From an optimization exercise on the open Yosys and OpenROAD flow, aimed at small area, a short achievable clock period and few clock cycles; shortcuts taken in it are not production practice.
At most, simulation tests tie the RTL to the original design; equivalence was not proved.
Only the layout flow was run in runs 1 to 3, 6 and 7; the RTL was not checked for function there.
No activity file was given, so power comes from the tool's default toggle rates.

[design/flow/design.v]
module cpu(clk, reset, read_data, datapath_out, mem_cmd, mem_addr);
  input clk, reset;
  input [15:0] read_data;
  output [15:0] datapath_out;
  output reg [1:0] mem_cmd;   
  output reg [8:0] mem_addr;
  reg [15:0] R [0:7];
  reg [15:0] w1;        
  reg [2:0]  w1b;       
  reg [7:0]  w1a;       
  reg        v1;        
  reg [15:0] ir;
  reg        wd;        
  reg [2:0]  wn;        
  reg        ex;        
  reg        mo;        
  reg        fe;        
  reg        irv;       
  reg [15:0] A, B;
  reg [8:0]  ma;
  reg        mab;       
  reg        inflight;  
  reg        ldwb;      
  reg [2:0]  ld_rd;
  reg        halted;
  reg [8:0]  pc;        
  wire [2:0] opcode = ir[15:13];
  wire [1:0] op     = ir[12:11];
  wire [1:0] sh     = ir[4:3];
  wire is_ldr = opcode == 3'b011;
  wire is_str = opcode == 3'b100;
  wire is_hlt = opcode == 3'b111;
  wire exec   = ex;
  wire memop  = mo;
  reg [15:0] sb;
  always_comb begin
    case (sh)
      2'b00: sb = B;
      2'b01: sb = {B[14:0], 1'b0};
      2'b10: sb = {1'b0, B[15:1]};
      default: sb = {B[15], B[15:1]};
    endcase
  end
  wire [15:0] sum;
  pfx_add #(16) add16 (.a(A), .b(sb), .s(sum));
  reg [15:0] res;
  always_comb begin
    if (opcode == 3'b110)
      res = (op == 2'b10) ? {{8{ir[7]}}, ir[7:0]} : sb;
    else
      case (op)
        2'b00:   res = sum;
        2'b10:   res = A & sb;
        default: res = ~sb;
      endcase
  end
  wire       wr   = wd;
  wire [2:0] wnum = wn;
  wire        wx    = exec & wr;
  wire        we    = ldwb | wx;
  wire [2:0]  waddr = ldwb ? ld_rd : wnum;
  wire [15:0] wdata = ldwb ? read_data : res;
  always_ff @(posedge clk) begin
    if (we) R[waddr] <= wdata;
  end
  wire adv  = ~irv | exec;    
  wire take = ~v1 | adv;      
  wire fetch = fe;
  assign datapath_out = B;
  always_comb mem_addr = memop ? ma : pc;
  wire [2:0] sela = w1[10:8];
  wire [2:0] selb = w1b;
  wire hitxa = wx & (wnum == sela);
  wire hitxb = wx & (wnum == selb);
  wire hitla = ldwb & (ld_rd == sela);
  wire hitlb = ldwb & (ld_rd == selb);
  wire [7:0] oha = w1a;
  wire [7:0] ohb = 8'b1 << selb;
  reg [15:0] ra, rb;
  integer k;
  always_comb begin
    ra = 16'b0;
    rb = 16'b0;
    for (k = 0; k < 8; k = k + 1) begin
      ra = ra | ({16{oha[k]}} & R[k]);
      rb = rb | ({16{ohb[k]}} & R[k]);
    end
  end
  wire [8:0] ma_r;
  pfx_add #(9) addr_r (.a(ra[8:0]), .b({{4{w1[4]}}, w1[4:0]}), .s(ma_r));
  wire [2:0] irb = (ir[14] | ir[13]) ? ir[2:0] : ir[7:5];
  wire hla = ldwb & (ld_rd == ir[10:8]);
  wire hlb = ldwb & (ld_rd == irb);
  wire [8:0] ma_h;
  pfx_add #(9) addr_h (.a(A[8:0]), .b({{4{ir[4]}}, ir[4:0]}), .s(ma_h));
  always_ff @(posedge clk) begin
    if (adv) begin
      ir  <= w1;
      wd  <= (w1[15:13] == 3'b110 && (w1[12:11] == 2'b10 || w1[12:11] == 2'b00)) ||
             (w1[15:13] == 3'b101 && w1[12:11] != 2'b01);
      wn  <= (w1[15:13] == 3'b110 && w1[12:11] == 2'b10) ? w1[10:8] : w1[7:5];
      A   <= hitxa ? res : (hitla ? read_data : ra);
      B   <= hitxb ? res : (hitlb ? read_data : rb);
      ma  <= ma_r;
      mab <= hitxa | hitla;
    end else begin
      if (hla) A <= read_data;
      if (hlb) B <= read_data;
      if (mab) ma <= ma_h;
      mab <= hla;
    end
    if (take) begin
      w1  <= read_data;
      w1b <= (read_data[14] | read_data[13]) ? read_data[2:0] : read_data[7:5];
      w1a <= 8'b1 << read_data[10:8];
    end
    ld_rd <= wnum;
  end
  wire mab_n = adv ? (hitxa | hitla) : hla;
  wire mem_n = adv ? (w1[15:13] == 3'b011 || w1[15:13] == 3'b100) : (is_ldr | is_str);
  wire [15:0] ir_n = adv ? w1 : ir;
  wire [15:0] w1_n = take ? read_data : w1;
  wire irv_n    = adv ? v1 : irv;
  wire v1_n     = take ? inflight : v1;
  wire ldwb_n   = memop & is_ldr;
  wire halted_n = halted | (exec & is_hlt);
  wire ex_n     = irv_n & ~ldwb_n & ~halted_n & ~(mab_n & mem_n);
  wire mo_n     = irv_n & ~ldwb_n & ~halted_n & ~mab_n & mem_n;
  wire wd_n     = adv ? ((w1[15:13] == 3'b110 && (w1[12:11] == 2'b10 || w1[12:11] == 2'b00)) ||
                         (w1[15:13] == 3'b101 && w1[12:11] != 2'b01)) : wd;
  wire [2:0] wn_n = adv ? ((w1[15:13] == 3'b110 && w1[12:11] == 2'b10) ? w1[10:8] : w1[7:5]) : wn;
  wire [8:0] pc_n = fetch ? pc + 9'd1 : pc;
  wire stall_n  = (v1_n & fetch & ex_n & wd_n & (wn_n == w1_n[10:8]) &
                   (w1_n[15:13] == 3'b011 || w1_n[15:13] == 3'b100)) |
                  (v1_n & ldwb_n & (wn == ir_n[10:8]) & (ir_n[15:13] == 3'b011 || ir_n[15:13] == 3'b100));
  wire fe_n     = ~mo_n & ~halted_n & ~stall_n & ~(pc_n[8] & (fetch | v1_n | irv_n));
  always_ff @(posedge clk) begin
    if (reset) begin
      pc       <= 9'd0;
      v1       <= 1'b0;
      irv      <= 1'b0;
      inflight <= 1'b0;
      ldwb     <= 1'b0;
      halted   <= 1'b0;
      ex       <= 1'b0;
      mo       <= 1'b0;
      fe       <= 1'b1;
      mem_cmd  <= 2'b01;
    end else begin
      fe       <= fe_n;
      mem_cmd  <= mo_n ? ((ir_n[15:13] == 3'b100) ? 2'b10 : 2'b01) : (fe_n ? 2'b01 : 2'b00);
      ex <= ex_n;
      mo <= mo_n;
      if (fetch) pc <= pc + 9'd1;
      inflight <= fetch;
      if (take) v1 <= inflight;
      if (adv) irv <= v1;
      ldwb <= memop & is_ldr;
      if (exec & is_hlt) halted <= 1'b1;
    end
  end
endmodule
module pfx_add #(parameter W = 16) (a, b, s);
  input  [W-1:0] a, b;
  output [W-1:0] s;
  parameter L = 4;  
  wire [W-1:0] g [0:L];
  wire [W-1:0] p [0:L];
  assign g[0] = a & b;
  assign p[0] = a ^ b;
  genvar k, i;
  generate
    for (k = 0; k < L; k = k + 1) begin : lvl
      for (i = 0; i < W; i = i + 1) begin : bit_
        if (i >= (1 << k)) begin : c
          assign g[k+1][i] = g[k][i] | (p[k][i] & g[k][i-(1<<k)]);
          assign p[k+1][i] = p[k][i] & p[k][i-(1<<k)];
        end else begin : n
          assign g[k+1][i] = g[k][i];
          assign p[k+1][i] = p[k][i];
        end
      end
    end
  endgenerate
  assign s = p[0] ^ {g[L][W-2:0], 1'b0};
endmodule
[design/flow/run.sh]
#!/bin/bash
# synth_recipe.tcl (not shown) runs the flow's synth.tcl, then flattens the netlist and writes it again
# the make line also repeats each setting of config.mk as NAME=value (left out here)
make -C /OpenROAD-flow-scripts/flow DESIGN_CONFIG=/design/flow/config.mk WORK_HOME=/design/flow/orfs CLKGATE_MAP_FILE= SYNTH_SCRIPT=/design/flow/synth_recipe.tcl finish
[design/flow/config.mk]
export PLATFORM = sky130hd
export DESIGN_NAME = cpu
export DESIGN_NICKNAME = cpu
export VERILOG_FILES = /design/flow/design.v
export SDC_FILE = /design/flow/constraint.sdc
export NUM_CORES = 4
export LEC_CHECK = 0
export ABC_AREA = 1
export CAP_MARGIN = 20
export CORE_MARGIN = 2
export CORE_UTILIZATION = 40
export CTS_CLUSTER_DIAMETER = 150
export CTS_CLUSTER_SIZE = 22
export SETUP_SLACK_MARGIN = 3.2
export SLEW_MARGIN = 20
[design/flow/constraint.sdc]
create_clock -name core_clock -period 6.0 [get_ports {clk}]
set_input_delay 1.2000 -clock core_clock [delete_from_list [all_inputs] [get_ports {clk}]]
set_output_delay 1.2000 -clock core_clock [all_outputs]
set_load 0.01 [all_outputs]
==> run summary, run 1 <==
placed cell area 0.01482 sq mm; initial antenna violation count 0; Distinct cells, synth 48; Tmin final 2977 ps; num rows 68; clock-pin slew on the worst setup and hold paths around 100 ps; Leak Pwr 7.451 nW; max incr delay on CP 550 ps; CTS max path bufs 3; r2r endpoint R[0][15]; Clock Power Share 18.8%; r2r worst-path depth 18; area leader, netlist edfxtp_1; async set-or-reset flop fraction in the synthesized netlist 0%; Syn Nets between 1500 and 2000; Cell Area, Synth between 0.01 and 0.015 sq mm; Max Slew Vio Count 0; Max Cap Viol 0; CP Capture Type register; post-DR wirelength/cell 20.30 microns; GP Congestion 0.9559; core area 0.03446 sq mm; Critical Path, Cell by Cell buf_6 -> nor2_4 -> buf_12 -> nand2_4 -> o211ai_1 -> ha_1 -> buf_4 -> nand2_2 -> inv_2 -> nand2_2 -> nand2_1 -> a21oi_2 -> nand2_1 -> nand2_1 -> nand3_2 -> nand2_2 -> nand2_4 -> o21ai_4; R2R Setup Slk 3020 ps; Post-DRT Antenna Nets 0; syn_area_per_cell around 8 sq um; ratio of final minimum period to clock period 49.62%; drt total wl 48050 microns; Die Ht 191.0 microns; most frequent cell after synthesis nand2_1; drt via density 5.527; CTS root buffer clkbuf_16; Worst Path Class, Setup reg2reg; Nets 1964; Critical Path Start ir[4]; status timing/DRC/antenna clean; DRT Pass-1 Iters 7; Area contributors post-synth edfxtp_1, nand2_1, dfxtp_1, inv_1, o21ai_0; CP max stage cell edfxtp_1; grt ovf 0; hold endpoint ld_rd[0]; Ys Warns 3; register bit total from synthesis between 200 and 250; CTS tree built; Synth Flop Type edfxtp_1; first-pass GRT wire length 70780 microns; Post-Layout Inst Area 0.01723 sq mm; sequential power share 41.8%; fillers between 3000 and 4000; ant diodes 0; hold path depth 0; area grow syn2layout 23.22%; worst endpoint required time 6270 ps; P_sw 1.931 mW; CTS Buf Count 14; pin count of the biggest net entering global routing 58; port bufs 44; Post-synth EDFFs 200; RSZ-0062 raised after global routing yes; GR Util All Layers 25.44%; P_int 3.292 mW; Worst Skew around 21 ps; layout cells sized above 1 19.77%; Worst Path Arrival 3250 ps; worst slew pin tran approximately 790 ps; vias in the first global route 12010; Sw Share 36.97%; worst min path class reg2reg; Starting Density 40.57%; Iter 0 DRT Violations about 1500; Crit Path Max Fanout 8; cell count after synthesis 1786; Hold Fails Final Rpt 0; Final setup viols 0; clock latency at the later pin of the worst-skew pair 490 ps; Die X 191.0 microns; reg-to-reg startpoint ir[4]; fmax between 300 and 400 MHz; DR vias 13080; Post-DP HPWL around 32000 microns; Commonest cells post-synth nand2_1, edfxtp_1, inv_1; htree depth 1; maximum vdd drop approximately 150 uV; DRC Markers 0; logic gate share of total power around two fifths; IO Pins 45; Clock Sinks 239; PwrDens 303.1 mW/mm^2; startpoint types register; TNS Setup 0 ps; slew margin rel. 47.35%; top cell type's share of synthesized area 42.96%; HP Start wn[0]; DIE AREA 0.03646 sq mm; post-synthesis sequential area ratio 48.54%
## critical path: cells and delay by family (launching register included)
kind / cells / cell delay [ps]
adder cells (fa/ha/maj): 1 / 340
AND/OR/NAND/NOR: 10 / 750
flip-flops: 1 / 550
buffers and inverters: 4 / 510
AO/OA/AOI/OAI: 3 / 590
## state kept, by name, summed over array words and instances, names as in the netlist, 3 cells and up
signal  flops
R         128
A          16
B          16
ir         16
w1         16
ma          9
pc          9
w1a         8
ld_rd       3
w1b         3
wn          3
## layout by cell type, fill, tap and decap left out, types with 7 or more instances in the layout
cell / count
inv_2: 32
nand2_4: 24
clkbuf_16: 15
nand2_1: 574
edfxtp_1: 200
o21ai_4: 13
clkdlybuf4s50_1: 35
o21ai_2: 7
nand3b_1: 10
buf_4: 99
a21oi_1: 57
a21oi_2: 10
o21ai_1: 20
inv_1: 177
nand2_2: 64
o22ai_1: 30
nand4_1: 29
ha_4: 18
nand3_1: 70
dfxtp_1: 38
nor3_1: 20
nand3_2: 22
nand3_4: 7
o211ai_1: 16
nor2_1: 112
buf_6: 14
a22oi_1: 10
ha_1: 15
o21ai_0: 71
## per-stage QoR
stage                     power (mW)  setup WS (ps)  std cells  utilization, %  hold WS [ps]
after CTS                      4.888           3064       2326           47.43         408.8
after global placement         3.610           1969       2242           43.00         396.9
final                          5.222           3023       2367           50.00         405.0
after global routing           5.471           2931       2367           50.00         420.7
after detailed placement       3.618           1872       2242           43.00         395.1
after floorplan                3.112           3216       1786               -         325.8
## final cells by class
cell class / count / area (sq um) / area share [%]
timing repair buffer: 162 / 1455 / 8.447
multi-input combinational: 1270 / 7159 / 41.56
inverter: 220 / 853.3 / 4.953
clock inverter: 1 / 5.005 / 0.02905
tap: 455 / 569.3 / 3.305
timing repair inverter: 1 / 5.005 / 0.02905
clock buffer: 19 / 390.4 / 2.266
sequential: 239 / 6790 / 39.41
## kinds of logic (layout without fill, tap and decap cells)
family                   count (synthesis)  after routing  share of synthesized area [%]
buffers and inverters                  277            403                          8.063
multiplexers                             2              2                         0.1521
flip-flops                             239            239                          48.54
AO/OA/AOI/OAI                          265            265                          10.97
AND/OR/NAND/NOR                        959            959                          28.33
adder cells (fa/ha/maj)                 38             38                          3.562
XOR/XNOR                                 6              6                         0.3759
## metal layers
layer | global-route usage, % | routed length, microns
met5 | 0 | 0
met4 | 10.79 | 2277
met3 | 3.543 | 4221
met2 | 41.68 | 22240
met1 | 33.75 | 19310
## power by group through the flow
| stage | clock (mW) | combinational [mW] | sequential (mW) |
|---|---|---|---|
| floorplan | 0 | 0.961 | 2.15 |
| global placement | 0 | 1.39 | 2.22 |
| detailed placement | 0 | 1.40 | 2.22 |
| CTS | 1.00 | 1.71 | 2.18 |
| global route | 1.06 | 2.22 | 2.19 |
| finish | 0.984 | 2.05 | 2.18 |
## timing repair
item / 4_1_cts / 5_1_grt
cloned: 3 / 0
pin swaps: 41 / 79
setup buffers: 61 / 41
endpoints found under the setup margin: 172 / 172
hold buffers: 0 / 0
gates resized for setup: 142 / 170
## worst max path at each step
| stage | end | slack (ps) | cells past startpoint |
|---|---|---|---|
| after floorplan | R[0][6] | 3220 | 15 |
| after global placement | R[0][6] | 1970 | 13 |
| after detailed placement | R[7][13] | 1870 | 17 |
| after CTS | mem_addr[0] | 3060 | 2 |
| after global routing | R[0][8] | 2930 | 17 |
| final | R[0][15] | 3020 | 18 |
==> inputs of run 2 (changes only) <==
--- a/design/flow/config.mk
+++ b/design/flow/config.mk
@@ -11,5 +11,6 @@
 export CORE_UTILIZATION = 40
 export CTS_CLUSTER_DIAMETER = 150
 export CTS_CLUSTER_SIZE = 22
-export SETUP_SLACK_MARGIN = 3.2
+export PLACE_DENSITY = 0.75
+export SETUP_SLACK_MARGIN = 3.0
 export SLEW_MARGIN = 20
==> run 2 against run 1 <==
Effect of this change:
- via count is 1.9% lower
- setup slack better by 6.7 ps
- final cell count fell by 2.2%
- core utilization fell by 3.4 points
- register-to-register slack about the same
- clock power grew 0.9%
- die area stayed put
- clock-buffer cell count did not move
- synthesized cell count stayed put
- sequential power about the same
- flip-flop and latch count unchanged
- largest cell class is now registers
- largest power group unchanged
==> run summary, run 2 <==
GR Util All Layers 24.11% (-1.3 points); Area contributors post-synth edfxtp_1, nand2_1, dfxtp_1, inv_1, o21ai_0; Leak Pwr 6.917 nW (-7.2%); drt via density 5.545 (+0.32%); Max Slew Vio Count 0 (unchanged); post-DR wirelength/cell 19.24 microns (-5.2%); grt ovf 0 (unchanged); fmax 336.6 MHz (+0.22%); fillers 3275 (+0.92%); HP Start wn[0]; Tot Pwr 4.816 mW (-7.8%); CTS max path bufs 3 (unchanged); Hold WS 411.8 ps (+6.747 ps); CP Capture Type register; Starting Density 40.57% (unchanged); maximum vdd drop 141.1 uV (-8.1%); TNS Setup 0 ps (unchanged); startpoint types register; area leader, netlist edfxtp_1; status timing/DRC/antenna clean; first-pass GRT wire length 67880 microns (-4.1%); CTS Buf Count 14 (unchanged); clock latency at the later pin of the worst-skew pair 510 ps (+20 ps); Synth Flop Type edfxtp_1; Seq. cell area 0.006790 sq mm (unchanged); CTS tree built; Worst Path Class, Setup reg2reg; clock-pin slew on the worst setup and hold paths 90 ps (about the same); Max Cap Viol 0 (unchanged); DIE AREA 0.03646 sq mm (unchanged); Commonest cells post-synth nand2_1, edfxtp_1, inv_1; Sw Share 35.88% (-1.1 points); Clock Sinks 239 (unchanged); Clock Power Share 20.6% (+1.8 points); cell count after synthesis 1786 (unchanged); Ys Warns 3 (unchanged); top cell type's share of synthesized area 42.96% (unchanged); register bit total from synthesis 239 (unchanged); logic gate share of total power 34.1% (-5.2 points); sequential power share 45.3% (+3.5 points); worst endpoint required time 6240 ps (-30 ps); Critical Path Start w1a[1]; Nets 1912 (-2.6%); placed cell area 0.01482 sq mm (unchanged); Post-CTS Hold Fix Bufs 0 (unchanged); reg-to-reg startpoint w1a[1]; Distinct cells, synth 48 (unchanged); most frequent cell after synthesis nand2_1; htree depth 1 (unchanged); DRT Pass-1 Iters 6 (-1); num rows 68 (unchanged); P_int 3.088 mW (-6.2%); P_sw 1.728 mW (-11%); GP Congestion 0.9713 (+1.6%); Worst Path Arrival 3220 ps (-30 ps); DR vias 12840 (-1.9%); commonest non-fill, non-tap cells in the layout nand2_1, edfxtp_1, inv_1; layout cells sized above 1 10.27% (-9.5 points); Cell Area, Synth 0.01398 sq mm (unchanged); multi-input combinational cell area 0.006467 sq mm (-9.7%); Tmin final 2971 ps (-6.680 ps); Post-DP HPWL 31360 microns (-0.95%); async set-or-reset flop fraction in the synthesized netlist 0% (unchanged); Syn Nets 1842 (unchanged); core area 0.03446 sq mm (unchanged); worst min path class reg2reg; most common cell after layout, fill and taps aside nand2_1; slew margin rel. 41.53% (-5.8 points); PwrDens 300.2 mW/mm^2 (-0.98%); post-layout util 46.57% (-3.4 points); Crit Path Max Fanout 7 (-1); Die X 191.0 microns (unchanged); Top reg by flops R; Hold Fails Final Rpt 0 (unchanged); DRC Markers 0 (unchanged); ant diodes 0 (unchanged); IO Pins 45 (unchanged); port bufs 44 (unchanged); ratio of final minimum period to clock period 49.51% (-0.11 points); vias in the first global route 12140 (+1.1%); area grow syn2layout 14.77%; syn_area_per_cell 7.828 sq um (unchanged); Die Ht 191.0 microns (unchanged); Post-synth EDFFs 200 (unchanged); initial antenna violation count 0 (unchanged); Post-Layout Inst Area 0.01605 sq mm (-6.9%); Worst Skew 41.99 ps (+20.79 ps); CTS root buffer clkbuf_16; max FFs per register 128 (unchanged); Post-DRT Antenna Nets 0 (unchanged); Iter 0 DRT Violations 1332 (-14%); post-synthesis sequential area ratio 48.54% (unchanged); pin count of the biggest net entering global routing 58 (unchanged); RSZ-0062 raised after global routing yes; Final setup viols 0 (unchanged); drt total wl 44550 microns (-7.3%); worst slew pin tran 876.1 ps (+88.30 ps)
-- run 2: cell counts after synthesis --
No cell type changed its count.
-- run 2: routing by layer --
layer,share of wire [%],vias to the layer above,global-route usage (%)
li1,-,6045,-
met1,38,5937,30.16
met2,46,691,39.67
met3,9.9,163,3.837
met4,5.8,0,13.66
met5,0,-,0
-- run 2: worst paths after layout --
check	to	depth (start not counted)	slack (ps)
max	ma[8]	14	3030
min	ld_rd[0]	0	410
max reg2reg	ma[8]	14	3030
min reg2reg	ld_rd[0]	0	410
-- run 2: power by group through the flow --
stage	Sequential [mW]	Combinational [mW]	Clock [mW]
detailed placement	2.23	1.37	0
global route	2.19	1.81	1.06
global placement	2.23	1.36	0
CTS	2.17	1.48	1.00
floorplan	2.15	0.959	0
finish	2.18	1.64	0.993
-- run 2: cell families after synthesis --
| group | synth area share (%) |
|---|---|
| DFF | 48.54 |
| AOI/OAI and AO/OA | 10.97 |
| xor gates and xnor gates | 0.3759 |
| buffers and inverters | 8.063 |
| adders and majority gates | 3.562 |
| and+or+nand+nor | 28.33 |
| muxes | 0.1521 |
-- run 2: worst max-delay path, cell delays in order (launching register included) --
cell and delay [ps]:
edfxtp_1 550, clkinvlp_4 320, buf_6 190, o22ai_1 160, a21oi_1 70, o211ai_1 240
ha_1 360, nand2_1 110, nand2_1 70, nand2_2 80, nand2_1 70, a21o_1 190
o21bai_1 150, nand3_1 80, nand2_2 80
-- run 2: cell type report --
class	instances	share of cell area [%]
Timing Repair Buffer	110	6.090
Timing Repair inverter	1	0.03119
Multi-Input combinational cell	1270	40.31
Tap cell	455	3.548
Clock buffer	19	2.433
Inverter	220	5.240
Sequential cell	239	42.32
Clock inverter	1	0.03119
-- run 2: timing repair --
item	4_1_cts	5_1_grt
gates resized for setup	47	58
pin swaps	3	21
cloned	1	0
setup buffers	30	21
setup endpoints to repair	170	154
hold endpoints to repair	0	0
-- run 2: per-stage QoR --
stage,cells,setup slack (ps)
floorplan,1786,3074
global placement,2242,2033
detailed placement,2242,1881
CTS,2293,3009
global route,2315,2946
finish,2315,3029
==> inputs of run 3 (changes only) <==
--- a/design/flow/design.v
+++ b/design/flow/design.v
@@ -10,6 +10,7 @@
   reg [7:0]  w1a;       
   reg        v1;        
   reg [15:0] ir;
+  reg [2:0]  irb;       
   reg        wd;        
   reg [2:0]  wn;        
   reg        ex;        
@@ -88,7 +89,6 @@
   end
   wire [8:0] ma_r;
   pfx_add #(9) addr_r (.a(ra[8:0]), .b({{4{w1[4]}}, w1[4:0]}), .s(ma_r));
-  wire [2:0] irb = (ir[14] | ir[13]) ? ir[2:0] : ir[7:5];
   wire hla = ldwb & (ld_rd == ir[10:8]);
   wire hlb = ldwb & (ld_rd == irb);
   wire [8:0] ma_h;
@@ -96,6 +96,7 @@
   always_ff @(posedge clk) begin
     if (adv) begin
       ir  <= w1;
+      irb <= w1b;
       wd  <= (w1[15:13] == 3'b110 && (w1[12:11] == 2'b10 || w1[12:11] == 2'b00)) ||
              (w1[15:13] == 3'b101 && w1[12:11] != 2'b01);
       wn  <= (w1[15:13] == 3'b110 && w1[12:11] == 2'b10) ? w1[10:8] : w1[7:5];
--- a/design/flow/config.mk
+++ b/design/flow/config.mk
@@ -11,6 +11,5 @@
 export CORE_UTILIZATION = 40
 export CTS_CLUSTER_DIAMETER = 150
 export CTS_CLUSTER_SIZE = 22
-export PLACE_DENSITY = 0.75
-export SETUP_SLACK_MARGIN = 3.0
+export SETUP_SLACK_MARGIN = 2.9
 export SLEW_MARGIN = 20
==> run 3 against run 2 <==
Effect of this change:
- still clean
- via count is 1.8% lower
- sequential share of layout area is 0.91 points higher
- sequential power hardly changed
- register-to-register slack lost 80 ps
- power is 1.7% higher
- non-clock buffer count down 4
- critical endpoint is now R[1][14]
==> run summary, run 3 <==
htree depth 1 (unchanged); most common cell after layout, fill and taps aside nand2_1; slew margin rel. 34.25% (-7.3 points); worst endpoint required time 6310 ps (+70 ps); CP Capture Type register; area leader, netlist edfxtp_1; sequential power share 45.0% (-0.3 points); CP most frequent cell buf_6; post-DR wirelength/cell 20.08 microns (+4.4%); Post-Layout Inst Area 0.01591 sq mm (-0.84%); CTS Buf Count 14 (unchanged); Tot Pwr 4.896 mW (+1.7%); num rows 68 (unchanged); top cell type's share of synthesized area 44.12% (+1.2 points); CP max stage cell edfxtp_1; pin count of the biggest net entering global routing 52 (-10%); commonest non-fill, non-tap cells in the layout nand2_1, edfxtp_1, inv_1; DR vias 12610 (-1.8%); Commonest cells post-synth nand2_1, edfxtp_1, inv_1; Sw Share 35.93% (+0.051 points); DIE AREA 0.03604 sq mm (-1.2%); status timing/DRC/antenna clean; Tmin final 3054 ps (+83.68 ps); area grow syn2layout 15.16%; Critical Path, Cell by Cell buf_6 -> nor2_4 -> buf_6 -> buf_6 -> nand2_2 -> o211ai_1 -> ha_2 -> buf_6 -> inv_4 -> nor3_4 -> buf_6 -> a21oi_4 -> nand2_1 -> nand2_1 -> nand3_1 -> nand2_1 -> nand2_2 -> o21ai_4; logic gate share of total power 34.6% (+0.5 points); Top delay family on crit path buffers and inverters; crit path buf inv count 6 (+4); Post-synth EDFFs 203 (+1.5%); vias in the first global route 11560 (-4.8%); Clock Power Share 20.5% (about the same); CTS root buffer clkbuf_16; clock latency at the later pin of the worst-skew pair 500 ps (about the same); port bufs 44 (unchanged); Cell Area, Synth 0.01382 sq mm (-1.2%); CTS max path bufs 3 (unchanged); post-layout util 46.40% (-0.16 points); Nets 1844 (-3.6%); syn_area_per_cell 8.042 sq um (+2.7%); async set-or-reset flop fraction in the synthesized netlist 0% (unchanged); Max Cap Viol 0 (unchanged); maximum vdd drop 140.3 uV (-0.59%); Syn Nets 1774 (-3.7%); layout cells sized above 1 11.33% (+1.1 points); Ys Warns 3 (unchanged); Post-CTS Hold Fix Bufs 0 (unchanged); grt ovf 0 (unchanged); Max Slew Vio Count 0 (unchanged); Clock Sinks 242 (+1.3%); drt via density 5.611 (+1.2%); Starting Density 40.29% (-0.28 points); P_int 3.137 mW (+1.6%); worst slew pin tran 983.9 ps (+107.8 ps); Hold Fails Final Rpt 0 (unchanged); placed cell area 0.01468 sq mm (-0.92%); Area contributors post-synth edfxtp_1, nand2_1, dfxtp_1, inv_1, o21ai_0; Seq. cell area 0.006878 sq mm (+1.3%); CTS tree built; Worst Path Class, Setup reg2reg; core area 0.03429 sq mm (-0.49%); Worst Path Arrival 3360 ps (+140 ps); most frequent cell after synthesis nand2_1; Iter 0 DRT Violations 1255 (-5.8%); register bit total from synthesis 242 (+1.3%); GR Util All Layers 24.57% (+0.46 points); Post-DP HPWL 30860 microns (-1.6%); cell count after synthesis 1718 (-3.8%); post-synthesis sequential area ratio 49.77% (+1.2 points); worst min path class reg2reg; startpoint types register; Top reg by flops R; P_sw 1.759 mW (+1.8%); Crit Path Max Fanout 8 (+1); PwrDens 307.7 mW/mm^2 (+2.5%); fillers 3303 (+0.85%); Die X 189.8 microns (-0.58%); IO Pins 45 (unchanged); multi-input combinational cell area 0.006317 sq mm (-2.3%); Die Ht 189.8 microns (-0.58%); TNS Setup 0 ps (unchanged); DRC Markers 0 (unchanged); Final setup viols 0 (unchanged); Leak Pwr 6.674 nW (-3.5%); first-pass GRT wire length 67670 microns (-0.30%); GP Congestion 0.9407 (-3.2%); max FFs per register 128 (unchanged); max incr delay on CP 510 ps (-40 ps); DRT Pass-1 Iters 5 (-1); Worst Skew 20.07 ps (-21.92 ps); RSZ-0062 raised after global routing yes; Post-DRT Antenna Nets 0 (unchanged); ratio of final minimum period to clock period 50.91% (+1.4 points); drt total wl 45130 microns (+1.3%); initial antenna violation count 0 (unchanged); Distinct cells, synth 49 (+2.1%); clock-pin slew on the worst setup and hold paths 100 ps (about the same); Synth Flop Type edfxtp_1; fmax 327.4 MHz (-2.7%); ant diodes 0 (unchanged)
-- run 3: cell types whose count changed after synthesis, moves of 5 or more --
| cell | change |
|---|---|
| buf_2 | -8 |
| nand2_1 | -92 |
| o21ai_0 | +20 |
| nand3_1 | +7 |
| o21ai_1 | -5 |
| a21oi_1 | +11 |
| o211ai_1 | +5 |
| nor2_1 | +12 |
| buf_1 | +5 |
| inv_2 | -9 |
-- run 3: worst register-to-register path: cells and delay by family (launching register included) --
family	cells	cell delay (ps)
simple gates	8	610
buf+inv	6	750
flops	1	510
fa+ha+maj	1	410
compound gates	3	590
-- run 3: what timing repair did --
action	in CTS	in global routing
pin swaps	3	57
setup buffers	21	23
setup endpoints to repair	169	153
gates resized for setup	43	110
-- run 3: power by group through the flow --
stage / clock [mW] / sequential, mW / combinational, mW
final: 1.00 / 2.20 / 1.69
after global routing: 1.09 / 2.21 / 1.86
after CTS: 1.02 / 2.19 / 1.45
after detailed placement: 0 / 2.25 / 1.37
after global placement: 0 / 2.24 / 1.35
after floorplan: 0 / 2.18 / 0.934
-- run 3: per-layer routing --
layer / track usage [%] / share of wire (%) / wire length (microns) / vias up
met3: 2.951 / 9.2 / 4159 / 117
met4: 8.736 / 3.8 / 1720 / 0
li1: - / - / - / 5891
met5: 0 / 0 / 0 / -
met1: 33.12 / 40 / 18210 / 5922
met2: 40.89 / 47 / 21040 / 679
-- run 3: path summary, 6_finish.rpt --
path | startpoint | to | slack [ps] | depth (start not counted)
worst min-delay path | wn[2] | ld_rd[2] | 430 | 0
worst max register to register | ir[4] | R[1][14] | 2950 | 18
worst max-delay path | ir[4] | R[1][14] | 2950 | 18
worst min register to register | wn[2] | ld_rd[2] | 430 | 0
-- run 3: metrics by stage --
stage,std cells,setup WS [ps],hold slack (ps)
floorplan,1718,2956,375.9
global placement,2183,1846,414.6
detailed placement,2183,1740,418.1
CTS,2224,2905,424.6
global route,2247,2827,437.8
finish,2247,2946,431.7
-- run 3: area by class of cell --
| type | count | area share [%] |
|---|---|---|
| Multi-Input combinational cell | 1212 | 39.71 |
| Sequential cell | 242 | 43.23 |
| Timing Repair Buffer | 106 | 5.906 |
| Inverter | 212 | 5.104 |
| Clock buffer | 20 | 2.477 |
| Tap cell | 455 | 3.578 |
-- run 3: kinds of logic after synthesis --
family                   share of synthesized area (%)
AO/OA/AOI/OAI                                    12.01
adder cells (fa/ha/maj)                          3.604
XOR/XNOR                                        0.4438
AND/OR/NAND/NOR                                  26.22
buffers and inverters                            7.797
multiplexers                                    0.1540
flip-flops                                       49.77
==> inputs of run 4 (changes only) <==
--- a/design/flow/design.v
+++ b/design/flow/design.v
@@ -11,6 +11,7 @@
   reg        v1;        
   reg [15:0] ir;
   reg [2:0]  irb;       
+  reg        sn, sl, sr, sa;  
   reg        wd;        
   reg [2:0]  wn;        
   reg        ex;        
@@ -33,15 +34,8 @@
   wire is_hlt = opcode == 3'b111;
   wire exec   = ex;
   wire memop  = mo;
-  reg [15:0] sb;
-  always_comb begin
-    case (sh)
-      2'b00: sb = B;
-      2'b01: sb = {B[14:0], 1'b0};
-      2'b10: sb = {1'b0, B[15:1]};
-      default: sb = {B[15], B[15:1]};
-    endcase
-  end
+  wire [15:0] sb = ({16{sn}} & B) | ({16{sl}} & {B[14:0], 1'b0}) |
+                   ({16{sr | sa}} & {1'b0, B[15:1]}) | {sa & B[15], 15'b0};
   wire [15:0] sum;
   pfx_add #(16) add16 (.a(A), .b(sb), .s(sum));
   reg [15:0] res;
@@ -97,6 +91,10 @@
     if (adv) begin
       ir  <= w1;
       irb <= w1b;
+      sn  <= w1[4:3] == 2'b00;
+      sl  <= w1[4:3] == 2'b01;
+      sr  <= w1[4:3] == 2'b10;
+      sa  <= w1[4:3] == 2'b11;
       wd  <= (w1[15:13] == 3'b110 && (w1[12:11] == 2'b10 || w1[12:11] == 2'b00)) ||
              (w1[15:13] == 3'b101 && w1[12:11] != 2'b01);
       wn  <= (w1[15:13] == 3'b110 && w1[12:11] == 2'b10) ? w1[10:8] : w1[7:5];
--- a/design/flow/config.mk
+++ b/design/flow/config.mk
@@ -11,5 +11,5 @@
 export CORE_UTILIZATION = 40
 export CTS_CLUSTER_DIAMETER = 150
 export CTS_CLUSTER_SIZE = 22
-export SETUP_SLACK_MARGIN = 2.9
+export SETUP_SLACK_MARGIN = 3.2
 export SLEW_MARGIN = 20
==> run 4 against run 3 <==
Effect of this change:
- first-iteration DRC count fell by 11%
- maximum frequency is 3.6% higher
- area after synthesis grew 1.8%
- flip-flop and latch count increased by 4
- core utilization grew 3.2 points
- die area increased by 1.8%
- still clean
- largest cell class is now multi-input gates
- synthesized cell count is 2.5% higher
- via count is 0.34% higher
- global-route usage decreased by 0.18 points
==> run summary, run 4 <==
register bit total from synthesis 246 (+1.7%); Worst Path Class, Setup reg2reg; Post-CTS Hold Fix Bufs 0 (unchanged); worst min path class reg2reg; fmax 339.3 MHz (+3.6%); status timing/DRC/antenna clean; TNS Setup 0 ps (unchanged); DRT Pass-1 Iters 6 (+1); Leak Pwr 7.262 nW (+8.8%); first-pass GRT wire length 67970 microns (+0.45%); Max Cap Viol 0 (unchanged); async set-or-reset flop fraction in the synthesized netlist 0% (unchanged); DIE AREA 0.03669 sq mm (+1.8%); Die Ht 191.6 microns (+0.90%); GP Congestion 0.9026 (-4.1%); cell count after synthesis 1761 (+2.5%); Crit Path Max Fanout 7 (-1); Area contributors post-synth edfxtp_1, nand2_1, inv_1, dfxtp_1, o21ai_0; Post-DRT Antenna Nets 0 (unchanged); Commonest cells post-synth nand2_1, inv_1, edfxtp_1; met3 WL post-DR 3375 microns (-19%); Iter 0 DRT Violations 1115 (-11%); Post-synth EDFFs 207 (+2.0%); port bufs 44 (unchanged); IO Pins 45 (unchanged); Final setup viols 0 (unchanged); layout cells sized above 1 19.20% (+7.9 points); highest metal used met4; Hold Fails Final Rpt 0 (unchanged); post-synthesis sequential area ratio 49.72% (about the same); Max Slew Vio Count 0 (unchanged); drt via density 5.479 (-2.4%); P_int 3.426 mW (+9.2%); num rows 68 (unchanged); Starting Density 40.63% (+0.34 points); P_sw 2.056 mW (+17%); RSZ-0062 raised after global routing yes; initial antenna violation count 0 (unchanged); vias in the first global route 11650 (+0.73%); ant diodes 0 (unchanged); clock latency at the later pin of the worst-skew pair 500 ps (about the same); Ys Warns 3 (unchanged); Cell Area, Synth 0.01407 sq mm (+1.8%); CP Capture Type register; Worst Skew 23.47 ps (+3.403 ps); Clock Power Share 18.8% (-1.7 points); Die X 191.6 microns (+0.90%); Worst Path Arrival 3200 ps (-160 ps); clock-pin slew on the worst setup and hold paths 100 ps (about the same); top cell type's share of synthesized area 44.18% (+0.053 points); maximum vdd drop 190.2 uV (+36%); logic gate share of total power 40.0% (+5.4 points); GR Util All Layers 24.39% (-0.18 points); sequential power share 41.1% (-3.9 points); Met2 Wirelength 21910 microns (+4.1%); worst endpoint required time 6260 ps (-50 ps); DRC Markers 0 (unchanged); htree depth 1 (unchanged); Nets 1907 (+3.4%); Post-DP HPWL 31370 microns (+1.7%); core area 0.03463 sq mm (+0.99%); area leader, netlist edfxtp_1; Distinct cells, synth 50 (+2.0%); syn_area_per_cell 7.990 sq um (-0.64%); CTS max path bufs 3 (unchanged); DR vias 12650 (+0.34%); PwrDens 319.3 mW/mm^2 (+3.8%); commonest non-fill, non-tap cells in the layout nand2_1, edfxtp_1, inv_1; Tmin final 2948 ps (-106.7 ps); Top reg by flops R; M1 WL 19250 microns (+5.7%); Hold WS 441.7 ps (+9.959 ps); pin count of the biggest net entering global routing 65 (+25%); ratio of final minimum period to clock period 49.13% (-1.8 points); most frequent cell after synthesis nand2_1; Clock Sinks 246 (+1.7%); slew margin rel. 46.26% (+12 points); most common cell after layout, fill and taps aside nand2_1; startpoint types register; drt total wl 46390 microns (+2.8%); CTS tree built; post-DR wirelength/cell 20.09 microns (about the same); Synth Flop Type edfxtp_1; worst slew pin tran 804.2 ps (-179.8 ps); max FFs per register 128 (unchanged); grt ovf 0 (unchanged); Sw Share 37.50% (+1.6 points); CTS root buffer clkbuf_16; area grow syn2layout 22.03%; CTS Buf Count 15 (+1); Syn Nets 1817 (+2.4%)
## run 4: cell types whose count changed after synthesis, sizes merged, moves of 7 or more
| cell | change |
|---|---|
| inv | +30 |
| nand2 | +22 |
| nor2 | -17 |
| o211ai | -7 |
| o21ai | -14 |
| o22ai | +7 |
## run 4: logic make-up after synthesis
| family | after synthesis | synth area share (%) |
|---|---|---|
| compound gates | 280 | 11.49 |
| xor+xnor | 6 | 0.3735 |
| fa+ha+maj | 38 | 3.539 |
| buf+inv | 298 | 8.652 |
| flops | 246 | 49.72 |
| mux | 1 | 0.07114 |
| simple gates | 892 | 26.15 |
## run 4: final timing paths
check                           startpoint  endpoint  slack, ps  depth (start not counted)
worst max-delay path                w1a[1]     ma[8]       3050                         20
worst min-delay path                 wn[1]  ld_rd[1]        440                          0
worst max register to register      w1a[1]     ma[8]       3050                         20
worst min register to register       wn[1]  ld_rd[1]        440                          0
## run 4: layout make-up
| class | instances | area, sq um |
|---|---|---|
| Clock inverter | 1 | 20.02 |
| Fill cell | 3256 | 17460 |
| Multi-Input combinational cell | 1217 | 7087 |
| Timing Repair Buffer | 131 | 1176 |
| Tap cell | 455 | 569.3 |
| Clock buffer | 19 | 390.4 |
| Inverter | 240 | 925.9 |
| Sequential cell | 246 | 7002 |
## run 4: timing repair
| item | 4_1_cts | 5_1_grt |
|---|---|---|
| setup endpoints to repair | 171 | 168 |
| gates cloned | 0 | 1 |
| hold endpoints to repair | 0 | 0 |
| pin swaps | 37 | 75 |
| resized for setup | 131 | 201 |
| buffers inserted | 30 | 35 |
## run 4: through the flow
stage	total power, mW	cells	area (sq um)	utilization (%)	worst slack (ps)
after global placement	3.736	2223	14920	43.10	2338
after global routing	5.755	2309	17170	49.58	2983
after CTS	5.003	2273	16060	46.37	3092
after floorplan	3.217	1761	14070	-	3219
after detailed placement	3.749	2223	14920	43.10	2291
final	5.482	2309	17170	49.58	3052
## run 4: critical path: stages (launching register included)
cell,delay [ps]
edfxtp_1,530
clkinvlp_4,160
buf_4,110
buf_6,140
o22ai_2,90
nor3b_2,210
nand2_2,180
inv_2,100
fa_2,210
inv_2,40
nand2_2,60
nand2_2,50
nand2_2,60
nand2_2,60
buf_4,130
buf_6,110
a31o_4,210
inv_1,50
nand2_1,40
nand3_1,70
nand2_1,80
## run 4: power by group through the flow
stage	clock (mW)	sequential, mW	combinational [mW]
2_1_floorplan	0	2.22	0.998
3_3_place_gp	0	2.29	1.45
3_5_place_dp	0	2.29	1.46
4_1_cts	1.05	2.25	1.71
5_1_grt	1.11	2.27	2.38
6_report	1.03	2.26	2.19
## run 4: routing by layer
metal / global-route usage (%) / up-vias
li1: - / 6037
met1: 32.03 / 5980
met2: 41.00 / 513
met3: 3.048 / 122
met4: 9.379 / 0
met5: 0 / -
Testbench counts of run 4, summed over its fixed seeds: cycles 9,929.
==> inputs of run 5 (changes only) <==
--- a/design/flow/config.mk
+++ b/design/flow/config.mk
@@ -11,5 +11,5 @@
 export CORE_UTILIZATION = 40
 export CTS_CLUSTER_DIAMETER = 150
 export CTS_CLUSTER_SIZE = 22
-export SETUP_SLACK_MARGIN = 3.2
+export SETUP_SLACK_MARGIN = 3.0
 export SLEW_MARGIN = 20
==> run 5 against run 4 <==
Effect of this change:
- still clean
- global-route usage shrank 0.24 points
- non-clock buffer count shrank 39
- sequential power about the same
- hold slack better by 28 ps
- die area did not move
- clock power barely moved
- synthesized cell count unchanged
- clock skew is 5.2 ps higher
- clock-buffer cell count unchanged
- final area decreased by 6.2%
- via count shrank 1.0%
==> run summary, run 5 <==
first-pass GRT wire length 67720 microns (-0.38%); maximum vdd drop 157.6 uV (-17%); clock latency at the later pin of the worst-skew pair 490 ps (about the same); Commonest cells post-synth nand2_1, inv_1, edfxtp_1; drt via density 5.511 (+0.57%); Clock Sinks 246 (unchanged); CTS tree built; Worst Skew 28.64 ps (+5.170 ps); DIE AREA 0.03669 sq mm (unchanged); Synth Area in Adders 3.539% (unchanged); Final setup viols 0 (unchanged); Top reg by flops R; Nets 1869 (-2.0%); Die Ht 191.6 microns (unchanged); Post-DRT Antenna Nets 0 (unchanged); Sw Share 36.30% (-1.2 points); area grow syn2layout 14.40%; sequential power share 44.9% (+3.8 points); top cell type's share of synthesized area 44.18% (unchanged); slew margin rel. 44.38% (-1.9 points); DRC Markers 0 (unchanged); Area contributors post-synth edfxtp_1, nand2_1, inv_1, dfxtp_1, o21ai_0; P_sw 1.827 mW (-11%); Starting Density 40.63% (unchanged); Synth Flop Type edfxtp_1; Die X 191.6 microns (unchanged); CTS max path bufs 3 (unchanged); RSZ-0062 raised after global routing yes; Hold Fails Final Rpt 0 (unchanged); pin count of the biggest net entering global routing 65 (unchanged); logic gate share of total power 34.7% (-5.3 points); initial antenna violation count 0 (unchanged); P_int 3.206 mW (-6.4%); PwrDens 312.7 mW/mm^2 (-2.1%); status timing/DRC/antenna clean; Worst Path Class, Setup reg2reg; commonest non-fill, non-tap cells in the layout nand2_1, inv_1, edfxtp_1; CTS root buffer clkbuf_16; post-DR wirelength/cell 19.76 microns (-1.6%); Worst Path Arrival 3140 ps (-60 ps); worst endpoint required time 6250 ps (about the same); worst slew pin tran 832.3 ps (+28.11 ps); worst setup margin 3108 ps (+55.88 ps); drt total wl 44900 microns (-3.2%); ratio of final minimum period to clock period 48.20% (-0.93 points); startpoint types register; most common cell after layout, fill and taps aside nand2_1; IO Pins 45 (unchanged); Syn Nets 1817 (unchanged); combinational family with the most area after synthesis simple AND/OR/NAND/NOR gates; Ys Warns 3 (unchanged); Place WS 2262 ps (-28.98 ps); port bufs 44 (unchanged); Clock Power Share 20.4% (+1.6 points); mux contribution to synthesized area 0.07114% (unchanged); async set-or-reset flop fraction in the synthesized netlist 0% (unchanged); Distinct cells, synth 50 (unchanged); core area 0.03463 sq mm (unchanged); clock-pin slew on the worst setup and hold paths 100 ps (about the same); DR vias 12520 (-1.0%); cell count after synthesis 1761 (unchanged); layout cells sized above 1 10.19% (-9.0 points); Synth Area in Compound Gates 11.49% (unchanged); register bit total from synthesis 246 (unchanged); Post-Synth Simple-Gate Area 26.15% (unchanged); Tmin final 2892 ps (-55.88 ps); Cell Area, Synth 0.01407 sq mm (unchanged); grt ovf 0 (unchanged); post-synthesis sequential area ratio 49.72% (unchanged); CTS Buf Count 15 (unchanged); fillers 3284 (+0.86%); most frequent cell after synthesis nand2_1; num rows 68 (unchanged); DRT Pass-1 Iters 8 (+2); htree depth 1 (unchanged); Crit Path Max Fanout 3 (-4); area leader, netlist edfxtp_1; Iter 0 DRT Violations 1195 (+7.2%); Post-DP HPWL 31440 microns (+0.22%); GR Util All Layers 24.15% (-0.24 points); GP Congestion 0.9063 (+0.41%); syn_area_per_cell 7.990 sq um (unchanged); vias in the first global route 11680 (+0.30%); Synth Area in XOR/XNOR 0.3735% (unchanged); fmax 345.8 MHz (+1.9%); max FFs per register 128 (unchanged); Leak Pwr 6.821 nW (-6.1%); Max Slew Vio Count 0 (unchanged); CP Capture Type register; worst min path class reg2reg; TNS Setup 0 ps (unchanged); Max Cap Viol 0 (unchanged); Post-synth EDFFs 207 (unchanged)
==> run 5: cell counts after synthesis <==
Identical to the previous run, type by type.
==> run 5: timing repair <==
item                                    CTS  global route
endpoints found under the setup margin  155           163
pin swaps                                 3            31
cloned                                    0             1
hold buffers                              0             0
gates resized for setup                  51            89
setup buffers                            14            16
==> run 5: area by class of cell <==
class	count	area (sq um)	share of cell area, %
sequential	246	7000	43.49
timing repair inverter	1	7.507	0.04663
inverter	240	918.4	5.705
multi-input combinational	1217	6370	39.57
clock inverter	1	20.02	0.1244
antenna	1	2.502	0.01554
tap	455	569.3	3.536
clock buffer	19	390.4	2.425
timing repair buffer	92	819.5	5.091
==> run 5: worst paths after layout <==
check,start,to,slack (ps),depth (start not counted)
worst max-delay path,w1a[0],ma[6],3110,19
worst min-delay path,w1[7],ir[7],470,0
worst max register to register,w1a[0],ma[6],3110,19
worst min register to register,w1[7],ir[7],470,0
==> run 5: critical path, stage by stage, from the launching register on <==
cell and delay, ps:
edfxtp_1 450, clkinvlp_4 190, buf_4 190, o22ai_1 160
nor3b_1 70, nand2_1 260, inv_1 110, fa_2 350
inv_2 70, nand2_2 50, nand2_1 50, nand2_1 50
nand2_2 90, nand2_2 50, inv_2 60, nor2_2 40
nor2_2 120, nor2_1 60, o21ai_1 120, o21ai_1 90
==> run 5: kinds of logic (layout without fill, tap and decap cells) <==
group	count (synthesis)	after routing
and+or+nand+nor	892	892
buffers and inverters	298	353
AOI/OAI and AO/OA	280	280
DFF	246	246
adders and majority gates	38	38
xor gates and xnor gates	6	6
muxes	1	1
other	0	1
==> run 5: layer usage <==
layer | vias to the layer above | global-route usage [%] | share of wire, %
li1 | 5961 | - | -
met1 | 5869 | 31.80 | 41
met2 | 562 | 39.50 | 46
met3 | 128 | 3.305 | 8.4
met4 | 0 | 10.95 | 4.5
met5 | - | 0 | 0
==> run 5: power by group through the flow <==
stage / Sequential (mW) / Clock, mW / Combinational [mW]
after CTS: 2.25 / 1.05 / 1.53
after global placement: 2.29 / 0 / 1.44
after floorplan: 2.22 / 0 / 0.997
after global routing: 2.27 / 1.11 / 1.93
after detailed placement: 2.29 / 0 / 1.45
final: 2.26 / 1.03 / 1.75
==> run 5: metrics by stage <==
| step | utilization (%) | instances | total power [mW] | hold slack [ps] | area [sq um] |
|---|---|---|---|---|---|
| after global placement | 43.03 | 2220 | 3.726 | 446.3 | 14900 |
| after detailed placement | 43.04 | 2220 | 3.741 | 443.7 | 14900 |
| final | 46.49 | 2272 | 5.033 | 469.4 | 16100 |
| after CTS | 44.99 | 2254 | 4.824 | 458.4 | 15580 |
| after floorplan | - | 1761 | 3.217 | 383.0 | 14070 |
| after global routing | 46.48 | 2271 | 5.306 | 477.5 | 16100 |
==> inputs of run 6 (changes only) <==
--- a/design/flow/design.v
+++ b/design/flow/design.v
@@ -12,6 +12,7 @@
   reg [15:0] ir;
   reg [2:0]  irb;       
   reg        sn, sl, sr, sa;  
+  reg        oi, om, oa, on, ov;  
   reg        wd;        
   reg [2:0]  wn;        
   reg        ex;        
@@ -39,16 +40,9 @@
   wire [15:0] sum;
   pfx_add #(16) add16 (.a(A), .b(sb), .s(sum));
   reg [15:0] res;
-  always_comb begin
-    if (opcode == 3'b110)
-      res = (op == 2'b10) ? {{8{ir[7]}}, ir[7:0]} : sb;
-    else
-      case (op)
-        2'b00:   res = sum;
-        2'b10:   res = A & sb;
-        default: res = ~sb;
-      endcase
-  end
+  always_comb
+    res = ({16{oi}} & {{8{ir[7]}}, ir[7:0]}) | ({16{om}} & sb) | ({16{oa}} & sum) |
+          ({16{on}} & (A & sb)) | ({16{ov}} & ~sb);
   wire       wr   = wd;
   wire [2:0] wnum = wn;
   wire        wx    = exec & wr;
@@ -95,6 +89,11 @@
       sl  <= w1[4:3] == 2'b01;
       sr  <= w1[4:3] == 2'b10;
       sa  <= w1[4:3] == 2'b11;
+      oi  <= w1[15:13] == 3'b110 && w1[12:11] == 2'b10;
+      om  <= w1[15:13] == 3'b110 && w1[12:11] != 2'b10;
+      oa  <= w1[15:13] != 3'b110 && w1[12:11] == 2'b00;
+      on  <= w1[15:13] != 3'b110 && w1[12:11] == 2'b10;
+      ov  <= w1[15:13] != 3'b110 && w1[11];
       wd  <= (w1[15:13] == 3'b110 && (w1[12:11] == 2'b10 || w1[12:11] == 2'b00)) ||
              (w1[15:13] == 3'b101 && w1[12:11] != 2'b01);
       wn  <= (w1[15:13] == 3'b110 && w1[12:11] == 2'b10) ? w1[10:8] : w1[7:5];
--- a/design/flow/config.mk
+++ b/design/flow/config.mk
@@ -11,5 +11,5 @@
 export CORE_UTILIZATION = 40
 export CTS_CLUSTER_DIAMETER = 150
 export CTS_CLUSTER_SIZE = 22
-export SETUP_SLACK_MARGIN = 3.0
+export SETUP_SLACK_MARGIN = 3.1
 export SLEW_MARGIN = 20
==> run 6 against run 5 <==
Effect of this change:
- maximum frequency increased by 1.1%
- final area rose by 2.0%
- sequential share of layout area down 0.31 points
- synthesized cell count up 1.1%
- clock skew about the same
- clock power barely moved
- clock-buffer cell count stayed put
- global-route usage rose by 0.79 points
- core utilization rose by 0.82 points
- via count up 0.95%
- final cell count increased by 1.3%
- sequential power increased by 2%
==> run summary, run 6 <==
status timing/DRC/antenna clean; post-layout util 47.30% (+0.82 points); GR Util All Layers 24.93% (+0.79 points); Post-synth EDFFs 210 (+1.4%); Commonest cells post-synth nand2_1, edfxtp_1, inv_1; drt total wl 46830 microns (+4.3%); post-DR wirelength/cell 20.34 microns (+2.9%); Synth Flop Type edfxtp_1; Area contributors post-synth edfxtp_1, nand2_1, dfxtp_1, inv_1, nand3_1; Starting Density 40.79% (+0.15 points); pin count of the biggest net entering global routing 49 (-25%); Worst Skew 28.37 ps (-0.2739 ps); Post-DRT Antenna Nets 0 (unchanged); max FFs per register 128 (unchanged); CP Capture Type output port; clock latency at the later pin of the worst-skew pair 510 ps (+20 ps); Max Cap Viol 0 (unchanged); clock-pin slew on the worst setup and hold paths 100 ps (about the same); Cell Area, Synth 0.01416 sq mm (+0.62%); Sw Share 37.20% (+0.90 points); Distinct cells, synth 48 (-4.0%); R2R Setup Slk 3150 ps (+40 ps); Syn Nets 1836 (+1.0%); Hold WS 429.6 ps (-39.71 ps); slew margin rel. 33.81% (-11 points); worst endpoint required time 4800 ps (-1450 ps); most common cell after layout, fill and taps aside nand2_1; crit path buf inv count 3 (-2); Top reg by flops R; Tot Pwr 5.245 mW (+4.2%); DR vias 12640 (+0.95%); Clock Power Share 20.0% (-0.4 points); layout cells sized above 1 12.45% (+2.3 points); Max Slew Vio Count 0 (unchanged); Crit Path Max Fanout 9 (+6); DRC Markers 0 (unchanged); Iter 0 DRT Violations 1211 (+1.3%); CTS max path bufs 3 (unchanged); commonest non-fill, non-tap cells in the layout nand2_1, edfxtp_1, inv_1; CTS root buffer clkbuf_16; worst min path class reg2reg; Die X 192.1 microns (+0.31%); DRT Pass-1 Iters 6 (-2); Nets 1900 (+1.7%); Ys Warns 3 (unchanged); core area 0.03471 sq mm (+0.25%); IO Pins 45 (unchanged); ant diodes 0 (-1); GP Congestion 0.9321 (+2.8%); Final setup viols 0 (unchanged); htree depth 1 (unchanged); placed cell area 0.01497 sq mm (+0.44%); RSZ-0062 raised after global routing yes; initial antenna violation count 0 (unchanged); most frequent cell after synthesis nand2_1; syn_area_per_cell 7.954 sq um (-0.45%); CP max stage cell dfxtp_4; area grow syn2layout 15.98%; fmax 349.6 MHz (+1.1%); Leak Pwr 7.044 nW (+3.3%); P_sw 1.951 mW (+6.8%); Worst Path Arrival 1660 ps (-1480 ps); grt ovf 0 (unchanged); Critical Path, Cell by Cell clkbuf_4 -> buf_4 -> nand2_1 -> o21ai_0 -> dlygate4sd2_1; post-synthesis sequential area ratio 50.05% (+0.33 points); Top delay family on crit path buffers and inverters; area leader, netlist edfxtp_1; port bufs 44 (unchanged); ratio of final minimum period to clock period 47.67% (-0.53 points); Hold Fails Final Rpt 0 (unchanged); top cell type's share of synthesized area 44.54% (+0.36 points); drt via density 5.490 (-0.37%); TNS Setup 0 ps (unchanged); sequential power share 43.8% (-1.1 points); first-pass GRT wire length 69350 microns (+2.4%); Tmin final 2860 ps (-31.63 ps); P_int 3.294 mW (+2.7%); cell count after synthesis 1780 (+1.1%); vias in the first global route 11680 (+0.0086%); startpoint types register; Clock Sinks 249 (+1.2%); PwrDens 319.4 mW/mm^2 (+2.2%); multi-input combinational cell area 0.006594 sq mm (+3.5%); Seq. cell area 0.007091 sq mm (+1.3%); Post-DP HPWL 32440 microns (+3.2%); CTS Buf Count 15 (unchanged); register bit total from synthesis 249 (+1.2%); Die Ht 192.1 microns (+0.31%); async set-or-reset flop fraction in the synthesized netlist 0% (unchanged); DIE AREA 0.03692 sq mm (+0.61%); maximum vdd drop 153.5 uV (-2.6%); logic gate share of total power 36.2% (+1.5 points); max incr delay on CP 410 ps (-40 ps); CTS tree built; worst slew pin tran 986.9 ps (+154.6 ps); Post-Layout Inst Area 0.01642 sq mm (+2.0%); Worst Path Class, Setup reg2out; num rows 68 (unchanged); fillers 3368 (+2.6%)
==> run 6: path summary, 6_finish.rpt <==
check / from / to / cells past startpoint
max reg2reg: sr / R[0][15] / 14
min: wn[0] / ld_rd[0] / 0
max: mo / mem_addr[8] / 5
min reg2reg: wn[0] / ld_rd[0] / 0
==> run 6: kinds of logic after synthesis <==
kind of cell	after synthesis	share of synthesized area, %
and+or+nand+nor	948	27.62
buffers and inverters	270	7.715
AOI/OAI and AO/OA	266	10.53
DFF	249	50.05
adders and majority gates	38	3.517
xor gates and xnor gates	8	0.4949
muxes	1	0.07070
==> run 6: final cells by class <==
type / count / share of cell area (%)
Clock buffer: 19 / 2.377
Clock inverter: 1 / 0.09906
Inverter: 211 / 4.991
Multi-Input combinational cell: 1261 / 40.16
Sequential cell: 249 / 43.18
Tap cell: 455 / 3.467
Timing Repair Buffer: 105 / 5.700
Timing Repair inverter: 1 / 0.03048
==> run 6: power groups by stage <==
stage,clock network [mW],registers (mW),logic [mW]
2_1_floorplan,0,2.27,1.02
3_3_place_gp,0,2.34,1.48
3_5_place_dp,0,2.34,1.49
4_1_cts,1.07,2.29,1.58
5_1_grt,1.12,2.31,2.08
6_report,1.05,2.30,1.90
==> run 6: metrics by stage <==
stage	cells	worst slack, ps
after global placement	2233	2419
after CTS	2274	3052
after floorplan	1780	3288
final	2302	3140
after global routing	2302	2976
after detailed placement	2233	2394
==> run 6: routing by layer <==
layer / GRT usage (%) / up-vias / part of all wire (%) / routed length [microns]
met5: 0 / - / 0 / 0
met4: 7.428 / 0 / 3.2 / 1509
met3: 3.526 / 88 / 7.9 / 3718
met2: 41.37 / 535 / 46 / 21650
met1: 33.85 / 5982 / 43 / 19950
li1: - / 6034 / - / -
==> run 6: repair_timing <==
item,CTS,global route
setup buffers,21,27
gates cloned,0,1
pin swaps,4,44
setup endpoints to repair,170,147
hold buffers,0,0
resized for setup,43,130
==> inputs of run 7 (changes only) <==
--- a/design/flow/config.mk
+++ b/design/flow/config.mk
@@ -11,5 +11,5 @@
 export CORE_UTILIZATION = 40
 export CTS_CLUSTER_DIAMETER = 150
 export CTS_CLUSTER_SIZE = 22
-export SETUP_SLACK_MARGIN = 3.1
+export SETUP_SLACK_MARGIN = 3.0
 export SLEW_MARGIN = 20
==> run 7 against run 6 <==
Effect of this change:
- critical path type is now reg2reg
- synthesized cell count did not move
- final cell count fell by 0.83%
- sequential share of layout area rose by 1.2 points
- flip-flop and latch count did not move
- sequential power barely moved
- largest power group unchanged
- highest routed layer unchanged
- core utilization fell by 1.3 points
- still clean on timing, DRC and antenna
- clock-buffer cell count did not move
- die area did not move
- clock skew rose by 1.7 ps
==> run summary, run 7 <==
clock latency at the later pin of the worst-skew pair 510 ps (about the same); Max Slew Vio Count 0 (unchanged); Die X 192.1 microns (unchanged); top cell type's share of synthesized area 44.54% (unchanged); CP Capture Type register; drt via density 5.462 (-0.52%); Leak Pwr 6.881 nW (-2.3%); Post-Layout Inst Area 0.01596 sq mm (-2.8%); DR vias 12470 (-1.3%); Place WS 2394 ps (unchanged); CP most frequent cell nand2_1; Distinct cells, synth 48 (unchanged); Hold Fails Final Rpt 0 (unchanged); Clock Sinks 249 (unchanged); mux contribution to synthesized area 0.07070% (unchanged); Tmin final 2916 ps (+56.04 ps); initial antenna violation count 0 (unchanged); Synth Flop Type edfxtp_1; first-pass GRT wire length 69120 microns (-0.34%); Worst Skew 30.03 ps (+1.662 ps); CTS root buffer clkbuf_16; Placed Cells 2233 (unchanged); Crit Path Max Fanout 8 (-1); post-synthesis sequential area ratio 50.05% (unchanged); post-DR wirelength/cell 20.22 microns (-0.59%); pin count of the biggest net entering global routing 49 (unchanged); CP max stage cell edfxtp_1; startpoint types register; Top delay family on crit path simple AND/OR/NAND/NOR gates; clock-pin slew on the worst setup and hold paths 110 ps (about the same); maximum vdd drop 153.5 uV (about the same); Cell Area, Synth 0.01416 sq mm (unchanged); Hold WS 431.0 ps (+1.374 ps); Nets 1881 (-1.0%); GR Util All Layers 24.83% (-0.11 points); status timing/DRC/antenna clean; port bufs 44 (unchanged); Critical Path Start sa; Post-Synth Simple-Gate Area 27.62% (unchanged); RSZ-0062 raised after global routing yes; Post-synth EDFFs 210 (unchanged); Post-DP HPWL 32440 microns (unchanged); worst endpoint required time 6200 ps (+1400 ps); cell count after synthesis 1780 (unchanged); drt total wl 46170 microns (-1.4%); Die Ht 192.1 microns (unchanged); CTS tree built; most frequent cell after synthesis nand2_1; htree depth 1 (unchanged); Starting Density 40.79% (unchanged); num rows 68 (unchanged); register bit total from synthesis 249 (unchanged); Synth Area in XOR/XNOR 0.4949% (unchanged); ratio of final minimum period to clock period 48.60% (+0.93 points); core area 0.03471 sq mm (unchanged); Worst Path Arrival 3120 ps (+1460 ps); ant diodes 0 (unchanged); Finished Layout Cells 2283 (-0.83%); Top reg by flops R; fmax 342.9 MHz (-1.9%); Ys Warns 3 (unchanged); CTS max path bufs 3 (unchanged); layout cells sized above 1 7.877% (-4.6 points); DRT Pass-1 Iters 6 (unchanged); grt ovf 0 (unchanged); TNS Setup 0 ps (unchanged); worst setup margin 3084 ps (-56.04 ps); commonest non-fill, non-tap cells in the layout nand2_1, edfxtp_1, inv_1; DRC Markers 0 (unchanged); max incr delay on CP 440 ps (+30 ps); syn_area_per_cell 7.954 sq um (unchanged); Synth Area in Adders 3.517% (unchanged); CTS Buf Count 15 (unchanged); HP Start wn[0]; worst slew pin tran 1089 ps (+102.1 ps); Tot Pwr 5.064 mW (-3.5%); Syn Nets 1836 (unchanged); GP Congestion 0.9321 (unchanged); Max Cap Viol 0 (unchanged); DIE AREA 0.03692 sq mm (unchanged); Post-CTS Hold Fix Bufs 0 (unchanged); Final setup viols 0 (unchanged); reg-to-reg startpoint sa; Post-DRT Antenna Nets 0 (unchanged); slew margin rel. 26.63% (-7.2 points); crit path buf inv count 4 (+1); combinational family with the most area after synthesis simple AND/OR/NAND/NOR gates; worst min path class reg2reg; Worst Path Class, Setup reg2reg; most common cell after layout, fill and taps aside nand2_1; Critical Path, Cell by Cell nor2_4 -> clkinvlp_4 -> buf_12 -> a21oi_2 -> inv_1 -> ha_4 -> nand2_1 -> inv_1 -> nand3_1 -> nor2_1 -> nand2_1 -> nand2_1 -> nand2_1 -> nand3_1 -> nand2_1 -> nand2_1 -> o21ai_4; max FFs per register 128 (unchanged); Iter 0 DRT Violations 1293 (+6.8%); post-layout util 45.97% (-1.3 points); vias in the first global route 11630 (-0.45%); async set-or-reset flop fraction in the synthesized netlist 0% (unchanged); PwrDens 317.3 mW/mm^2 (-0.66%); area grow syn2layout 12.72%; IO Pins 45 (unchanged); Synth Area in Compound Gates 10.53% (unchanged); area leader, netlist edfxtp_1; Area contributors post-synth edfxtp_1, nand2_1, dfxtp_1, inv_1, nand3_1; Commonest cells post-synth nand2_1, edfxtp_1, inv_1; placed cell area 0.01497 sq mm (unchanged)
run 7: cell count changes in the layout (fill, tap and decap cells not counted), sizes merged:
cell	previous run	this run
clkdlybuf4s50	39	43
clkinvlp	4	2
clkinv	5	3
buf	60	43
clkbuf	20	19
inv	204	207
dlymetal6s2s	3	1
dlygate4sd2	2	0
run 7: cell families after synthesis:
family / count (synthesis)
compound gates: 266
xor+xnor: 8
fa+ha+maj: 38
buf+inv: 270
flops: 249
mux: 1
simple gates: 948
run 7: what timing repair did:
action                                  in CTS  in global routing
endpoints found under the setup margin     154                142
buffers inserted                            18                 12
pin swaps                                    0                 16
gates resized for setup                     23                 54
run 7: final cells by class:
class / instances / area, sq um
Fill cell: 3389 / 18750
Sequential cell: 249 / 7091
Multi-Input combinational cell: 1261 / 6307
Inverter: 211 / 807.0
Timing Repair Buffer: 87 / 778.2
Tap cell: 455 / 569.3
Clock buffer: 19 / 390.4
Clock inverter: 1 / 16.27
run 7: per-layer routing:
| metal | track usage (%) | vias up | wire, microns |
|---|---|---|---|
| li1 | - | 6005 | - |
| met4 | 7.722 | 0 | 1266 |
| met2 | 40.83 | 522 | 21340 |
| met3 | 3.508 | 81 | 3714 |
| met5 | 0 | - | 0 |
| met1 | 33.88 | 5861 | 19850 |
run 7: path summary, 6_finish.rpt:
path,depth (start not counted),slack [ps],to
setup / recovery,17,3080,R[5][13]
hold / removal,0,430,ld_rd[0]
setup reg to reg,17,3080,R[5][13]
hold reg to reg,0,430,ld_rd[0]
run 7: where the power goes:
| group | switching (mW) | internal, mW | total, mW | leakage [nW] |
|---|---|---|---|---|
| Sequential | 0.139 | 2.15 | 2.29 | 2.35 |
| Combinational | 1.13 | 0.585 | 1.72 | 4.33 |
| Clock | 0.585 | 0.468 | 1.05 | 0.197 |

-- afterwards: timing with drivers on the ports --
How much do the figures lean on ideal ports? The routed layouts below were timed once more, with nothing changed but the port constraints.
Step 1 sets driving cells, clkbuf_16 on the clock port and buf_2 on the other inputs (assumed; they add their load-dependent delay and slew).
Step 2 adds t to the input delays and takes it off the output delays; t is the mean of the earliest and latest rising clock arrival at the registers after step 1. Input paths then give back, and output paths get back, about the clock's delay inside the block.
Slacks: ideal / step 1 / step 2; pairs: ideal / step 1.
run | t (ns) | slack for setup (ns) | hold WS [ns] | worst setup path at the end | clock arrival spread, ns
run 1 | 0.536 | 3.023 / 3.023 / 2.990 | 0.405 / 0.405 / 0.405 | input to register | 0.022 / 0.022
run 2 | 0.538 | 3.029 / 3.029 / 2.861 | 0.412 / 0.412 / 0.412 | input to register | 0.042 / 0.042
run 3 | 0.546 | 2.946 / 2.946 / 2.946 | 0.432 / 0.432 / 0.432 | register to register | 0.021 / 0.020
run 4 | 0.547 | 3.052 / 3.052 / 2.831 | 0.442 / 0.442 / 0.442 | input to register | 0.024 / 0.024
run 5 | 0.532 | 3.108 / 3.077 / 2.901 | 0.469 / 0.469 / 0.469 | input to register | 0.030 / 0.030
run 6 | 0.547 | 3.140 / 3.087 / 2.930 | 0.430 / 0.430 / 0.430 | input to register | 0.029 / 0.028
run 7 | 0.545 | 3.084 / 3.042 / 2.851 | 0.431 / 0.431 / 0.431 | input to register | 0.031 / 0.030
After both steps every run listed still meets setup and hold. For run 7, which loses most, drivers alone change the setup slack by -0.042 ns; drivers and shift together by -0.233 ns.
